Context: an optimization exercise on an open-source flow, tuned for small area. The choices shown serve that exercise and are no tape-out recipe. Only simulation tests tie the RTL to the original design; equivalence was not proved. No activity file was given, so power comes from the tool's default toggle rates.

== amber ==
// mq
module mq
     (  
	   MQ_out,
	   word_last_flag,
	   stop,
	   data_valid_pass_reg,
	   flush_over,
	   word_last_valid,
	   bit_enough_to_bpc,
	   one_codeblock_over,
	   PCXD,
	   flush,
	   clk,
	   rst,
	   rst_syn,
	   start_aga,
	   song_require,
	   block_all_bp_over);
Size in the first run: ~850 flip-flops.
clock: 12.0 ns
lec_check: 0
abc_area: 1
cap_margin: 20
core_margin: 2
core_utilization: 45
place_density: 0.6
slew_margin: 20
run.sh (not shown) runs the stock make flow with config.mk's settings and CLKGATE_MAP_FILE= SYNTH_SCRIPT=/design/flow/synth_recipe.tcl, a recipe that flattens the netlist after the stock synthesis.
--- input diff amber..fjord ---
- CTS_BUF_LIST: unset -> sky130_fd_sc_hd__clkbuf_8
--- outcome ---
The lower final worst-path cycle share of amber and fjord is in amber. fjord vs. amber: proportion of power drawn by the clock network down 2.4 points, met1 layer wirelength in the final routing comparable.
[inputs] tundra vs fjord
- CTS_BUF_LIST now sky130_fd_sc_hd__clkbuf_4, was sky130_fd_sc_hd__clkbuf_8
[summary]
NOTE: share of final layout cell area taken by clock buffers and inverters in tundra falls short of that of fjord
Delta (tundra minus fjord): count of placed standard cells in the final layout, fillers left out climbed about 1.5%; fraction of final layout cells with drive strength greater than 1 up 1.7 points; total power saw a decrease.
For fjord, the biggest power consumer among the groups was clock, unlike tundra, where it was sequential cells.
met2 layer usage reported by global route ended up 0.17 points higher on tundra than on fjord.

* * *

mq, a different RTL version from the one above (not shown whole).
Size: about 6500 cells after synthesis, about 53 I/O pins.
Design mq, start of the top module:
module mq
     (  
	   MQ_out,
	   word_last_flag,
	   stop,
	   data_valid_pass_reg,
	   flush_over,
	   word_last_valid,
	   bit_enough_to_bpc,
	   one_codeblock_over,
	   PCXD,
	   flush,
	   clk,
	   rst,
	   rst_syn,
	   start_aga,
	   song_require,
	   block_all_bp_over);
output [15:0]MQ_out;  
output word_last_flag;
output stop;
output[1:0] data_valid_pass_reg;
output flush_over;
output[1:0]word_last_valid;
output bit_enough_to_bpc;
output one_codeblock_over;
input[7:0] PCXD;
input flush;           	
input clk,rst;
input rst_syn;
input start_aga;
input [13:0]song_require;
input block_all_bp_over;
reg flush_reg;
always @(posedge clk)
 if(!rst)
   flush_reg<=1'b0;
 else if(rst_syn)
	flush_reg<=1'b0;
 else if(start_aga) 
   flush_reg<=1'b0;
 else
   flush_reg<=flush;
reg[7:0] PCXD_reg;
always @(posedge clk)
 if(!rst)
	PCXD_reg<=8'b0;
  else if(rst_syn)
	PCXD_reg<=8'b0;
 else if(start_aga) begin
   PCXD_reg<=8'b0;
 end
 else
   PCXD_reg<=PCXD;
wire shift_judge_stop_end;
wire D=PCXD_reg[0];
wire[4:0]CX=PCXD_reg[5:1];
wire[1:0]pass=PCXD_reg[7:6];   
wire start_MQ=(pass==2'b00)? shift_judge_stop_end:1;
reg[4:0] cx_delay_for_stop;
reg[1:0] count_stop;
always @(posedge clk) begin
  if(!rst) begin
    cx_delay_for_stop <=5'b0;
  end
  else if(rst_syn)begin
	cx_delay_for_stop <=5'b0;
  end
  else if(start_aga) begin
    cx_delay_for_stop <=5'b0;
  end
  else if( flush_over==1'b1) begin
    cx_delay_for_stop <=5'b0;
  end
  else if(count_stop==1'b1) begin
    cx_delay_for_stop <= CX;
  end
end
  ...
==> flow/config.mk <==
export PLATFORM = sky130hd
export DESIGN_NAME = mq
export DESIGN_NICKNAME = mq
export VERILOG_FILES = /design/flow/design.v
export SDC_FILE = /design/flow/constraint.sdc
export NUM_CORES = 4
export LEC_CHECK = 0
export ABC_AREA = 1
export CAP_MARGIN = 20
export CORE_MARGIN = 2
export CORE_UTILIZATION = 70
export CTS_BUF_LIST = sky130_fd_sc_hd__clkbuf_8 sky130_fd_sc_hd__clkbuf_16
export CTS_CLUSTER_DIAMETER = 100
export CTS_CLUSTER_SIZE = 25
export PLACE_DENSITY = 0.8
export SLEW_MARGIN = 20
==> flow/constraint.sdc <==
create_clock -name core_clock -period 12.0 [get_ports {clk}]
set_input_delay 2.4000 -clock core_clock [delete_from_list [all_inputs] [get_ports {clk}]]
set_output_delay 2.4000 -clock core_clock [all_outputs]
set_load 0.01 [all_outputs]
The first run finished clean.
Then changed:
- CORE_UTILIZATION: 70 -> 45
- CTS_BUF_LIST: sky130_fd_sc_hd__clkbuf_8 sky130_fd_sc_hd__clkbuf_16 -> default
- CTS_CLUSTER_DIAMETER: 100 -> 120
- CTS_CLUSTER_SIZE: 25 -> 30
- PLACE_DENSITY: 0.8 -> 0.6
The changed run ran to the end with no violations.
Die area increases by well over a third.
Register-to-register slack gets worse by 370 ps.
Critical path depth drops by 3.
Synthesized area stays the same.
Then changed:
- CORE_UTILIZATION: 45 -> 60
- CTS_CLUSTER_DIAMETER: 120 -> 100
- CTS_CLUSTER_SIZE: 30 -> 25
- PLACE_DENSITY: 0.6 -> 0.72
After rerunning: Wire length decreases by a few percent. Cell area went down slightly. Utilization went up by 16 points. Cell count drops by a few percent. Sequential power stays flat.

* * *

== old ==
mq again, from the RTL that the note above started with.
Settings: LEC_CHECK=0, ABC_AREA=1, CAP_MARGIN=20, CORE_MARGIN=2, CORE_UTILIZATION=60, CTS_CLUSTER_DIAMETER=100, CTS_CLUSTER_SIZE=28, PLACE_DENSITY=0.72, SLEW_MARGIN=20; clock period 12.0 ns.
diff inputs: old => new
# old
export LEC_CHECK = 0
export ABC_AREA = 1
export CAP_MARGIN = 20
export CORE_MARGIN = 2
export CORE_UTILIZATION = 60
export CTS_CLUSTER_DIAMETER = 100
export CTS_CLUSTER_SIZE = 28
export PLACE_DENSITY = 0.72
export SLEW_MARGIN = 20
create_clock -name core_clock -period 12.0 [get_ports {clk}]
# new
export LEC_CHECK = 0
export ABC_AREA = 1
export CAP_MARGIN = 20
export CORE_MARGIN = 2
export CORE_UTILIZATION = 45
export CTS_CLUSTER_DIAMETER = 100
export CTS_CLUSTER_SIZE = 25
export PLACE_DENSITY = 0.6
export SLEW_MARGIN = 20
create_clock -name core_clock -period 12.0 [get_ports {clk}]
### Flow results
Of new and old, it is new that has the higher number of clock buffers in the layout.
Re sequential cell area: no difference whatsoever between new and old.
Between new and old, it is new whose core utilization is lower, by 15 points.
Compare new and old | number of instances in the placed design lower: old
Final-layout worst hold slack across new and old: no real change.
Diff old..new | number of remaining DRC errors | unchanged
Worst setup slack (higher): new
As far as share of the synthesized area in compound gates (AO/OA/AOI/OAI) goes, old and new are indistinguishable; the numbers are identical.
Compared with old, in new total die area moved up; number of tap cells inserted moved up.

-- afterwards: timing with drivers on the ports --
How much do the figures lean on ideal ports? The routed layouts below were timed once more, with nothing changed but the port constraints.
Step 1: set_driving_cell puts a clkbuf_16 on clk and a buf_2 on each other input, an assumption about the parent block.
Step 2 also shifts input and output timing later by t, the mid clock arrival at the registers, as if the neighbouring blocks saw the same clock.
a / b / c = ideal / step 1 / step 2; a / b = the first two.
run | t, ns | setup slack, ns | clock arrival spread, ns
amber | 0.758 | 1.950 / 1.872 / 2.630 | 0.078 / 0.077
fjord | 0.901 | 1.777 / 1.709 / 2.610 | 0.095 / 0.094
tundra | 1.213 | 1.482 / 1.414 / 2.627 | 0.117 / 0.118
the first run of note 2 | 0.698 | 2.622 / 2.559 / 3.256 | 0.055 / 0.055
the second run of note 2 | 0.713 | 2.868 / 2.799 / 3.512 | 0.056 / 0.056
the third run of note 2 | 0.699 | 2.639 / 2.572 / 3.270 | 0.046 / 0.045
old | 0.681 | 2.588 / 2.520 / 3.201 | 0.050 / 0.050
new | 0.701 | 2.896 / 2.832 / 3.533 | 0.035 / 0.036
After both steps setup and hold are still met in every run listed.
